Source: an optimization exercise on an open RTL-to-GDS flow (aim: small area). Production flows keep margins and buffers that such runs may drop. Function was checked by simulation only, so behaviour that the tests miss may differ from the original. No activity file was given, so power comes from the tool's default toggle rates.

### flow/run.sh
#!/bin/bash
# synth_recipe.tcl (not shown) runs the flow's synth.tcl, then flattens the netlist and writes it again
# the make line also repeats each setting of config.mk as NAME=value (left out here)
make -C /OpenROAD-flow-scripts/flow DESIGN_CONFIG=/design/flow/config.mk WORK_HOME=/design/flow/orfs CLKGATE_MAP_FILE= SYNTH_SCRIPT=/design/flow/synth_recipe.tcl finish
### flow/config.mk
export PLATFORM = sky130hd
export DESIGN_NAME = sonar
export DESIGN_NICKNAME = sonar
export VERILOG_FILES = /design/flow/design.v
export SDC_FILE = /design/flow/constraint.sdc
export NUM_CORES = 4
export LEC_CHECK = 0
export CAP_MARGIN = 20
export CORE_MARGIN = 2
export CORE_UTILIZATION = 40
export SLEW_MARGIN = 20
### flow/constraint.sdc
create_clock -name core_clock -period 25.0 [get_ports {clk}]
set_input_delay 5.0000 -clock core_clock [delete_from_list [all_inputs] [get_ports {clk}]]
set_output_delay 5.0000 -clock core_clock [all_outputs]
set_load 0.01 [all_outputs]
### flow/design.v
`timescale 1ns / 1ps
module sonar(
input clk, rst_n,  
input do_measure,
input sonar_pulse,
output reg [7:0] inches,
output reg sonar_trigger,
output reg READY
);
localparam [10:0] R_BASE  = 11'd578;
localparam [10:0] R_INIT  = 11'd578 + 11'd1196;  
localparam [7:0]  Q_INIT  = 8'd12;               
localparam [10:0] R_WRAP  = 11'd578 + 11'd675;   
localparam [7:0]  Q_WRAP  = 8'd18;               
wire counting = ~READY & ~sonar_trigger;
reg [10:0] r;
reg [7:0] q;
reg pre;
always @(negedge rst_n or posedge clk)
    if (~rst_n) begin
        READY <= 1'b1;
        sonar_trigger <= 1'b0;
    end else begin
        READY <= READY ? ~do_measure : (counting & ~sonar_pulse);
        sonar_trigger <= READY ? do_measure : (sonar_trigger & ~sonar_pulse);
    end
always @(posedge clk)
    if (counting & ~sonar_pulse)
        inches <= q;
wire r_end = &r;
wire wrap = pre && r == R_WRAP && q == Q_WRAP;
always @(posedge clk)
    if (~counting) begin
        r <= R_INIT;
        q <= Q_INIT;
        pre <= 1'b1;
    end else if (wrap) begin
        r <= R_BASE;
        q <= 8'd0;
        pre <= 1'b0;
    end else begin
        r <= r_end ? R_BASE : r + 11'd1;
        q <= q + r_end;
    end
endmodule
==> impl_results.md, run 1 <==
* Die area at 3601 µm²
* Synth Area in Compound Gates at 0.04287
* Critical path type: register to output port
* Largest net degree at the start of global routing at 20
* Clock Latency Late Sink at 0.33 ns
* CP required at around 20 ns
* First-pass GRT wire length at 3905 µm
* Port bufs at 13
* Synth Flop Type: dfxtp_1
* Post-Route Skew at 0.006567 ns
* Post-CTS setup repair buffer count at 0
* Status: complete, no violations
* Worst-case vdd ir drop at 54.68 µV
* Setup crit end kind: output port
* Post-synthesis cell area at around 1300 µm²
* Vias per cell at 4.920
* Worst Tran Pin Value at 0.9487 ns
* Seq cells post-synth at 30
* Post-Route WL at roughly 2200 µm
* YS warnings at 1
* Placed cells at 168
* Post-DP HPWL at between 1500 and 2000 µm
* Crit-path max cell delay at 0.56 ns
* Clock slew at reported path FFs at 0.09 ns
* Pins Over Slew Limit at 0
* Nets at 139
* Synth async-reset ratio at 0.06667
* DRC violations left at 0
* Tot Pwr at 120.9 µW
* Worst Path Max Fanout at 5
* Max Buffers Root-to-Sink at 2
* Critical-path cell list: clkdlybuf4s50_1
* Post-DRT Antenna Nets at 0
* Commonest cells in the netlist: dfxtp_1 (20), nand3_1 (11)
* Setup crit start kind: register
* Arrival time worst endpoint at 1.43 ns
* Crit share post-route at 0.2571
* Synth top area share at 0.3190
* Synth Area in XOR/XNOR at 0.1047
* Diode count at 0
* Layout cells sized above 1 at 0.1136
* Mux contribution to synthesized area at 0
* Num ports at 14
* CTS tree: done
* Mapped Nets at 121
* Die Ht at 60.01 µm
* Via count at approximately 870
* Max Cap Viol at 0
* Bufs and invs on worst path at 1
* Final min period at 6.427 ns
* Num rows at 20
* CP max-delay cell: dfstp_2
* Die Wd at around 60 µm
* Cts hold-fix bufs at 0
* Detailed Routing Iterations Pass 1 at 4
* Yosys top cell by area: dfxtp_1
* Dominant cells by area after synthesis: dfxtp_1 (32%), edfxtp_1 (19%), xnor2_1 (5.6%)
* Final WS setup at roughly 19 ns
* Worst min path class: register to register
* Overflow after GRT at 0
* Simple-gate portion of the synthesized area at 0.2373
* Post-synth EDFFs at 8
* Unrepaired setup endpoints after global routing: no
* Final Hold Vio Count at 0
* WL/cell at 12.76 µm
* Final RePlAce weighted congestion at about 0.8
* Starting Density at 0.4145
* Static Leak at approximately 0.00054 µW
* Synth cell types at 29
* Inserted Clock Buffers at 5
* Core Area at about 3000 µm²
* Mapped Cells at 113
* Register area share after synthesis at 0.5513
* Slew headroom at 0.3628
* Crit path max-delay family: flip-flops
* CTS resizes at 0
* Mapped Avg Cell Area at around 11 µm²
* Final setup violation count at 0
* Area growth syn-to-layout at 17.55%
* Initial DRC Count at 25
* Setup TNS Final at 0 ns
* Max Fclk at 155.6 MHz
* Vias in the first global route at 847
* Total track usage at 0.1522
* Largest family of logic cells by synthesized area: simple AND/OR/NAND/NOR gates
* CTS root buf: clkbuf_4
* Pwr dens at between 80 and 90 nW/µm²
* Most common cell in the synthesized netlist: dfxtp_1
* Adder and majority gate portion of the synthesized area at 0.03988
* Final cell count without fillers at 176
* CTS H-tree lvls at 2
* Place WS at 18.67 ns
* Initial antenna violation count at 0
* Sinks on Clock Net at 30
[path summary, 6_finish.rpt]
path	startpoint	end	slack, ns	depth (start not counted)
max in group asynchronous	rst_n	READY	19.98	1
worst min-delay path	pre	pre	0.47	2
worst min register to register	pre	pre	0.47	2
min in group asynchronous	rst_n	sonar_trigger	4.82	1
worst max register to register	r[0]	q[6]	22.42	8
worst max-delay path	READY	READY	18.57	1
[tightest hold or removal path, stage by stage, from the launching register on]
cell and delay, ns:
dfxtp_1 0.31, inv_1 0.06, o21ai_1 0.06
[layer usage]
layer	global-route usage	vias to the layer above	routed length, µm
met3	0.03896	7	70
met2	0.2422	13	1025
met4	0.08571	0	59
li1	-	443	-
met1	0.1859	403	1090
met5	0	-	0
[per-stage QoR]
stage                     hold WS (ns)    util  instance area [µm²]
after CTS                       0.4784  0.4872                 1475
after floorplan                 0.4285       -                 1255
after global placement          0.4619  0.4707                 1425
final                           0.4718  0.4872                 1475
after detailed placement        0.4648  0.4707                 1425
after global routing            0.5160  0.4872                 1475
[power breakdown]
group	internal, µW	leakage [µW]	total, µW	switching [µW]
registers	57.2	0.000256	63.3	6.08
clock network	10.5	0.0000297	26.0	15.5
logic	14.5	0.000256	31.6	17.1
[cell usage in the layout, fill, tap and decap left out, drive strengths merged]
cell / n
clkinv: 2
xnor2: 8
inv: 4
clkdlybuf4s50: 13
nor4b: 1
xor2: 7
dfxtp: 20
nor3b: 2
or2: 2
ha: 4
or4: 3
nand4bb: 1
and3: 3
o21ai: 5
or4b: 1
nor4: 5
o22ai: 1
nor2: 4
nand3: 11
dfrtp: 1
o31ai: 3
dfstp: 1
nor3: 8
clkbuf: 6
edfxtp: 8
nand2: 8
[cells by family (layout without fill, tap and decap cells)]
group / Yosys count / in the layout
compound gates: 9 / 9
xor+xnor: 15 / 15
fa+ha+maj: 4 / 4
buf+inv: 6 / 25
flops: 30 / 30
simple gates: 49 / 49
[flip-flops by register name, summed over array words and instances (netlist names)]
name / flops
READY: 1
q: 8
pre: 1
r: 11
inches: 8
sonar_trigger: 1
[layout make-up]
cell class / instances / area (µm²)
clock inverter: 2 / 8.758
inverter: 4 / 15.01
fill: 294 / 1553
clock buffer: 6 / 41.29
multi-input combinational: 77 / 533.0
sequential: 30 / 691.9
tap: 44 / 55.05
timing repair buffer: 13 / 130.1
==> inputs of run 2 (changes only) <==
==> flow/design.v (replaced) <==
`timescale 1ns / 1ps
module sonar(
input clk, rst_n,  
input do_measure,
input sonar_pulse,
output reg [7:0] inches,
output sonar_trigger,
output READY
);
localparam [10:0] C_INIT = 11'd91;                      
localparam [10:0] C_END  = 11'd1771, M_END = 11'd1015;  
localparam [10:0] C_PRE  = 11'd1891, M_PRE = 11'd1503;  
reg s1, s0;
assign READY = ~s1 & ~s0;
assign sonar_trigger = ~s1 & s0;
reg [10:0] c;
reg [7:0] q;
wire e_end = (c & M_END) == (C_END & M_END);
wire e_pre = (c & M_PRE) == (C_PRE & M_PRE);
wire wrap = s0 & e_end & q[4] & q[1];  
wire inc = s0 ? e_pre : e_end;
always @(negedge rst_n or posedge clk)
    if (~rst_n) begin
        s1 <= 1'b0;
        s0 <= 1'b0;
    end else begin
        s1 <= sonar_pulse & (s1 | s0);
        s0 <= s1 ? (s0 & sonar_pulse & ~wrap) : (s0 | do_measure);
    end
always @(posedge clk)
    if (s1 & ~sonar_pulse)
        inches <= q;
always @(posedge clk)
    if (~s1) begin
        c <= C_INIT;
        q <= 8'd12;
    end else begin
        c <= {c[9:0], c[10] ^ c[1] ^ e_end};
        q <= (q + inc) & ~{3'b000, wrap, 2'b00, wrap, 1'b0};
    end
endmodule
--- a/flow/config.mk
+++ b/flow/config.mk
@@ -5,7 +5,8 @@
 export SDC_FILE = /design/flow/constraint.sdc
 export NUM_CORES = 4
 export LEC_CHECK = 0
+export ABC_AREA = 1
 export CAP_MARGIN = 20
-export CORE_MARGIN = 2
-export CORE_UTILIZATION = 40
+export CORE_AREA = 2 2 58.01 58.01
+export DIE_AREA = 0 0 60.01 60.01
 export SLEW_MARGIN = 20
==> run 2 against run 1 <==
Flip-flop and latch count decreased by 1; critical endpoint unchanged; first-iteration DRC count decreased by 72%; count of clock-buffer cells in the layout increased by 2; still clean.
==> impl_results.md, run 2 <==
* Status: complete, no violations
* Pins Over Slew Limit at 0 (unchanged)
* Clock slew at reported path FFs at 0.08 ns (about the same)
* Inserted Clock Buffers at 5 (unchanged)
* Layout cells sized above 1 at 0.1250 (+0.01136)
* Cts hold-fix bufs at 0 (unchanged)
* Post-synth EDFFs at 8 (unchanged)
* Post-synthesis cell area at 1091 µm² (-13%)
* Port bufs at 13 (unchanged)
* Area growth syn-to-layout at 20.53%
* Reg2Reg Launch Point: s1
* Num ports at 14 (unchanged)
* Comb power frac at 0.085 (-0.177)
* Final RePlAce weighted congestion at 0.7967 (-2.2%)
* Register area share after synthesis at 0.6147 (+0.06333)
* Unrepaired setup endpoints after global routing: no
* Placed cells at 172 (+2.4%)
* Nets at 141 (+1.4%)
* CTS H-tree lvls at 2 (unchanged)
* Slew headroom at 0.5773 (+0.2146)
* R2R Setup Slk at 23.16 ns (+0.74 ns)
* Final min period at 6.640 ns (+0.2130 ns)
* Crit path max-delay family: flip-flops
* CP max-delay cell: dfrtp_1
* Post-DP HPWL at 1214 µm (-24%)
* Reg power frac at 0.617 (+0.094)
* Initial DRC Count at 7 (-72%)
* Layout fillers at 308 (+4.8%)
* Pwr dens at 65.55 nW/µm² (-20%)
* Seq cells post-synth at 29 (-3.3%)
* Sinks on Clock Net at 29 (-3.3%)
* Setup crit end kind: output port
* Max Buffers Root-to-Sink at 2 (unchanged)
* Commonest cells in the netlist: nand2_1 (25), dfxtp_1 (19), inv_1 (17), nor2_1 (12), edfxtp_1 (8)
* Via count at 756 (-13%)
* Pint at 65.58 µW (-20%)
* Static Leak at 0.0005730 µW (+5.8%)
* Total track usage at 0.1145 (-0.03773)
* Max Cap Viol at 0 (unchanged)
* Most common cell in the synthesized netlist: nand2_1
* Commonest non-fill, non-tap cells in the layout: nand2_1 (25), dfxtp_1 (19), inv_1 (17)
* Overflow after GRT at 0 (unchanged)
* Max reg flops at 11 (unchanged)
* Critical-path cell list: nor2_1, clkdlybuf4s50_1
* Final setup violation count at 0 (unchanged)
* Arrival time worst endpoint at 1.64 ns (+0.21 ns)
* Clock network power share at 0.298 (+0.083)
* Synth cell types at 23 (-21%)
* Synth async-reset ratio at 0.06897 (+0.002299)
* Initial antenna violation count at 0 (unchanged)
* Worst Tran Pin Value at 0.6316 ns (-0.3171 ns)
* First-pass GRT wire length at 2918 µm (-25%)
* Critical path type: register to output port
* Bufs and invs on worst path at 1 (unchanged)
* Largest net degree at the start of global routing at 18 (-10%)
* Synth top area share at 0.3486 (+0.02958)
* Worst Path Max Fanout at 17 (+12)
* Die area at 3601 µm² (unchanged)
* Worst-case vdd ir drop at 34.62 µV (-37%)
* Psw at 20.62 µW (-47%)
* Yosys top cell by area: dfxtp_1
* CP required at 20.00 ns (about the same)
* CTS tree: done
* Tot Pwr at 86.20 µW (-29%)
* Worst min path class: register to register
* Switching share of power at 0.2392 (-0.08045)
* Final cell count without fillers at 180 (+2.3%)
* Diode count at 0 (unchanged)
* Detailed Routing Iterations Pass 1 at 3 (-1)
* Mapped Avg Cell Area at 9.325 µm² (-16%)
* Crit-path max cell delay at 0.56 ns (about the same)
* Hold path start: c[6]
* Setup TNS Final at 0 ns (unchanged)
* Dominant cells by area after synthesis: dfxtp_1 (35%), edfxtp_1 (22%), nand2_1 (8.6%)
* DRC violations left at 0 (unchanged)
* Post-Route WL at 1688 µm (-25%)
* Crit share post-route at 0.2656 (+0.008520)
* Final WS setup at 18.36 ns (-0.2130 ns)
* Mapped Cells at 117 (+3.5%)
* CTS root buf: clkbuf_4
* Final Hold Vio Count at 0 (unchanged)
* Post-DRT Antenna Nets at 0 (unchanged)
* Hold endpoint: c[7]
* YS warnings at 1 (unchanged)
* Mapped Nets at 123 (+1.7%)
* Clock Latency Late Sink at 0.32 ns (about the same)
* Die Wd at 60.01 µm (unchanged)
* Synth Flop Type: dfxtp_1
* Vias in the first global route at 710 (-16%)
* Top Registers: c x11, inches x8, q x8
* WL/cell at 9.378 µm (-26%)
* Vias per cell at 4.200 (-15%)
* R2R Path End: inches[2]
* Post-CTS setup repair buffer count at 0 (unchanged)
* Setup crit start kind: register
* Core Area at 3028 µm² (unchanged)
* Worst R2R Path Depth at 2 (-6)
* Starting Density at 0.3603 (-0.05413)
* Num rows at 20 (unchanged)
* Place WS at 18.62 ns (-0.04850 ns)
* Commonest non-fill, non-tap cell in the layout: nand2_1
* Post-Route Skew at 0.005130 ns (-0.001437 ns)
* Die Ht at 60.01 µm (unchanged)
* End-of-flow core utilization at 0.4343 (-0.05289)
* Largest Register: c
* Max Fclk at 150.6 MHz (-3.2%)
* Hold depth at 2 (unchanged)
* CTS resizes at 0 (unchanged)
## run 2: cell count changes after synthesis, sizes merged, moves of 4 or more
cell and change:
nand2 +20, inv +15, nor2 +11, nor3 -8, xnor2 -7, xor2 -6, nor4 -5, nand3 -4
## run 2: power groups by stage
stage	Sequential [µW]	Combinational (µW)	Clock (µW)
2_1_floorplan	53.3	4.71	0
3_3_place_gp	54.2	7.37	0
3_5_place_dp	54.3	7.41	0
4_1_cts	53.2	7.50	27.0
5_1_grt	53.6	8.39	29.5
6_report	53.2	7.36	25.7
## run 2: worst max-delay path by stage
stage	cells after the start	slack (ns)	endpoint	start
2_1_floorplan	3	19.17	sonar_trigger	s1
3_3_place_gp	2	18.67	inches[0]	sonar_pulse
3_5_place_dp	2	18.62	inches[0]	sonar_pulse
4_1_cts	2	18.33	READY	s1
5_1_grt	2	18.22	READY	s1
6_report	2	18.36	READY	s1
## run 2: cells by family (layout without fill, tap and decap cells)
group,Yosys count,count (layout),share of synthesized area
XOR/XNOR,2,2,0.01606
adder cells (fa/ha/maj),2,2,0.02293
buffers and inverters,21,40,0.07454
flip-flops,29,29,0.6147
AO/OA/AOI/OAI,8,8,0.03898
AND/OR/NAND/NOR,55,55,0.2328
## run 2: area by class of cell
class | count | area, µm² | share of cell area
Clock buffer | 8 | 48.80 | 0.03711
Inverter | 19 | 71.32 | 0.05423
Multi-Input combinational cell | 67 | 339.1 | 0.2578
Sequential cell | 29 | 670.6 | 0.5100
Tap cell | 44 | 55.05 | 0.04186
Timing Repair Buffer | 13 | 130.1 | 0.09895
## run 2: metrics by stage
stage	cell area, µm²	hold slack (ns)
after floorplan	1091	0.3917
after global placement	1266	0.4186
after detailed placement	1266	0.4242
after CTS	1315	0.4369
after global routing	1315	0.4631
final	1315	0.4342
## run 2: tightest hold or removal path: stages (launching register included)
cell and delay [ns]:
dfxtp_1 0.32, nand2_1 0.05, inv_1 0.03
## run 2: per-layer routing
metal,vias to the layer above,part of all wire,GRT usage
met5,-,0,0
met4,0,0.014,0.05714
met3,4,0.053,0.06494
met2,15,0.48,0.1848
met1,340,0.45,0.1183
li1,397,-,-
==> inputs of run 3 (changes only) <==
==> flow/flow/run.sh (new file) <==
#!/bin/bash
# Standard layout, with the port buffers made from the smallest buffer cell.
set -euo pipefail
bash standard.sh finish "BUFFER_PORTS_ARGS=-buffer_cell sky130_fd_sc_hd__buf_1" > flow_make.log 2>&1
==> flow/standard.sh (new file) <==
#!/bin/bash
# synth_recipe.tcl (not shown) runs the flow's synth.tcl, then flattens the netlist and writes it again
# the make line also repeats each setting of config.mk as NAME=value (left out here)
make -C /OpenROAD-flow-scripts/flow DESIGN_CONFIG=/design/flow/config.mk WORK_HOME=/design/flow/orfs CLKGATE_MAP_FILE= SYNTH_SCRIPT=/design/flow/synth_recipe.tcl "${@:-finish}"
removed: flow/run.sh
==> run 3 against run 2 <==
Combinational power decreased by 24%; critical path type unchanged; largest power group unchanged; via count decreased by 2.2%; synthesized cell count unchanged; highest routed layer unchanged; die area unchanged; core utilization decreased by 2.6 points.
==> impl_results.md, run 3 <==
* End-of-flow core utilization at 0.4079 (-0.02645)
* Inserted Clock Buffers at 5 (unchanged)
* Sinks on Clock Net at 29 (unchanged)
* Largest Register: c
* Max Cap Viol at 0 (unchanged)
* Max Fclk at 159.9 MHz (+6.2%)
* Seq cells post-synth at 29 (unchanged)
* Final Hold Vio Count at 0 (unchanged)
* Area growth syn-to-layout at 13.19%
* Critical-path cell list: nor2_1, buf_1
* Die Wd at 60.01 µm (unchanged)
* Fin Hold WS at 0.4373 ns (+0.003165 ns)
* Setup TNS Final at 0 ns (unchanged)
* Synth cell types at 23 (unchanged)
* Cts hold-fix bufs at 0 (unchanged)
* Setup crit end kind: output port
* Final cell count without fillers at 180 (unchanged)
* Mapped Avg Cell Area at 9.325 µm² (unchanged)
* Nets at 141 (unchanged)
* Final min period at 6.255 ns (-0.3848 ns)
* Static Leak at 0.0005406 µW (-5.7%)
* Crit path max-delay family: flip-flops
* Overflow after GRT at 0 (unchanged)
* Yosys top cell by area: dfxtp_1
* Hold endpoint: c[10]
* Detailed Routing Iterations Pass 1 at 4 (+1)
* Commonest cells in the netlist: nand2_1 (25), dfxtp_1 (19), inv_1 (17), nor2_1 (12), edfxtp_1 (8)
* Total track usage at 0.1012 (-0.01328)
* Post-DRT Antenna Nets at 0 (unchanged)
* Placed cells at 172 (unchanged)
* Clock slew at reported path FFs at 0.08 ns (about the same)
* Hold depth at 2 (unchanged)
* Port bufs at 13 (unchanged)
* CTS root buf: clkbuf_4
* CTS tree: done
* CP required at 20.00 ns (about the same)
* Final RePlAce weighted congestion at 0.7994 (+0.34%)
* Worst R2R Path Depth at 2 (unchanged)
* Initial DRC Count at 10 (+3)
* CP max-delay cell: dfrtp_1
* Synth top area share at 0.3486 (unchanged)
* Mapped Cells at 117 (unchanged)
* Die area at 3601 µm² (unchanged)
* Footprint of the multi-input gates at 339.1 µm² (unchanged)
* Worst Tran Pin Value at 0.6283 ns (-0.003377 ns)
* R2R Setup Slk at 23.18 ns (+0.02 ns)
* Vias per cell at 4.106 (-2.2%)
* Critical path type: register to output port
* Largest net degree at the start of global routing at 18 (unchanged)
* Setup crit start kind: register
* Synth Flop Type: dfxtp_1
* Post-Route WL at 1649 µm (-2.3%)
* Via count at 739 (-2.2%)
* Commonest non-fill, non-tap cell in the layout: nand2_1
* Mapped Nets at 123 (unchanged)
* Worst min path class: register to register
* CTS resizes at 0 (unchanged)
* Post-synth EDFFs at 8 (unchanged)
* Register area share after synthesis at 0.6147 (unchanged)
* Max Buffers Root-to-Sink at 2 (unchanged)
* Hold path start: c[9]
* Final WS setup at 18.75 ns (+0.3848 ns)
* Final setup violation count at 0 (unchanged)
* Core Area at 3028 µm² (unchanged)
* Crit-path max cell delay at 0.56 ns (about the same)
* Pins Over Slew Limit at 0 (unchanged)
* First-pass GRT wire length at 2580 µm (-12%)
* Most common cell in the synthesized netlist: nand2_1
* Arrival time worst endpoint at 1.25 ns (-0.39 ns)
* Top Registers: c x11, inches x8, q x8
* Pwr dens at 68.06 nW/µm² (+3.8%)
* Diode count at 0 (unchanged)
* Post-DP HPWL at 1223 µm (+0.77%)
* Die Ht at 60.01 µm (unchanged)
* Max reg flops at 11 (unchanged)
* Unrepaired setup endpoints after global routing: no
* Bufs and invs on worst path at 1 (unchanged)
* Synth async-reset ratio at 0.06897 (unchanged)
* Dominant cells by area after synthesis: dfxtp_1 (35%), edfxtp_1 (22%), nand2_1 (8.6%)
* Vias in the first global route at 657 (-7.5%)
* Crit share post-route at 0.2502 (-0.01539)
* Post-Route Skew at 0.009412 ns (+0.004282 ns)
* R2R Path End: inches[5]
* Commonest non-fill, non-tap cells in the layout: nand2_1 (25), dfxtp_1 (19), inv_1 (17)
* Layout cells sized above 1 at 0.1324 (+0.007353)
* Slew headroom at 0.5796 (+0.002260)
* Worst-case vdd ir drop at 30.72 µV (-11%)
* FF/Latch Area at 670.6 µm² (unchanged)
* DRC violations left at 0 (unchanged)
* Starting Density at 0.3603 (unchanged)
* Clock Latency Late Sink at 0.32 ns (about the same)
* Initial antenna violation count at 0 (unchanged)
* Post-CTS setup repair buffer count at 0 (unchanged)
* Worst Path Max Fanout at 17 (unchanged)
* Num rows at 20 (unchanged)
* CTS H-tree lvls at 2 (unchanged)
* Layout fillers at 309 (+0.32%)
* Num ports at 14 (unchanged)
* WL/cell at 9.161 µm (-2.3%)
* YS warnings at 1 (unchanged)
* Status: complete, no violations
* Reg2Reg Launch Point: s1
* Post-synthesis cell area at 1091 µm² (unchanged)
* Place WS at 19.00 ns (+0.3792 ns)
run 3: power by group:
part	internal [µW]	switching [µW]
Clock	10.1	15.2
Sequential	50.8	2.34
Combinational	1.99	3.58
Total	62.9	21.1
run 3: cell type report:
| class | count | area share |
|---|---|---|
| clock inverter | 3 | 0.01013 |
| inverter | 19 | 0.05775 |
| timing repair buffer | 13 | 0.03951 |
| tap | 44 | 0.04458 |
| clock buffer | 5 | 0.03040 |
| multi-input combinational | 67 | 0.2746 |
| sequential | 29 | 0.5431 |
run 3: layer usage:
layer	track usage	up-vias	wire (µm)
met4	0.04762	0	23
met5	0	-	0
met2	0.1568	14	807
li1	-	398	-
met1	0.1108	324	736
met3	0.05844	3	81
run 3: through the flow:
step,power [µW],area [µm²]
final,84.04,1235
after global routing,89.13,1235
after CTS,85.78,1235
after detailed placement,60.00,1185
after global placement,59.88,1185
after floorplan,57.97,1091
run 3: cell families (layout without fill, tap and decap cells):
group / after synthesis / in the layout / share of synthesized area
AOI/OAI and AO/OA: 8 / 8 / 0.03898
xor gates and xnor gates: 2 / 2 / 0.01606
adders and majority gates: 2 / 2 / 0.02293
buffers and inverters: 21 / 40 / 0.07454
DFF: 29 / 29 / 0.6147
and+or+nand+nor: 55 / 55 / 0.2328
run 3: worst max path at each step:
| stage | depth (start not counted) | end | start | slack, ns |
|---|---|---|---|---|
| finish | 2 | READY | s1 | 18.75 |
| global route | 2 | READY | s1 | 18.66 |
| CTS | 2 | READY | s1 | 18.71 |
| detailed placement | 2 | inches[0] | sonar_pulse | 19.00 |
| global placement | 2 | inches[0] | sonar_pulse | 19.02 |
| floorplan | 3 | sonar_trigger | s1 | 19.17 |
run 3: worst reg2reg max path, cell delays in order (launching register included):
cell and delay [ns]:
dfrtp_1 0.66, inv_1 0.26, nor2_1 0.54

## afterwards: timing with drivers on the ports
In the flow no input, the clock included, has a driving cell. The finished layouts below were timed again as built, in two steps.
Step 1, drivers: a clkbuf_16 drives clk and a buf_2 each remaining input, both assumed.
Step 2 adds t to the input delays and takes it off the output delays; t is the mean of the earliest and latest rising clock arrival at the registers after step 1. Input paths then give back, and output paths get back, about the clock's delay inside the block.
Three values: ideal, step 1, step 2; two values: the first two.
run	t (ns)	setup slack, ns	latest minus earliest clock arrival (ns)	worst data-port slew with drivers (ns)
run 1	0.344	18.573 / 18.552 / 18.697	0.007 / 0.007	0.04
run 2	0.334	18.360 / 18.341 / 18.649	0.006 / 0.005	0.04
run 3	0.339	18.745 / 18.726 / 19.014	0.010 / 0.009	0.03
After both steps setup and hold are still met in every run listed.
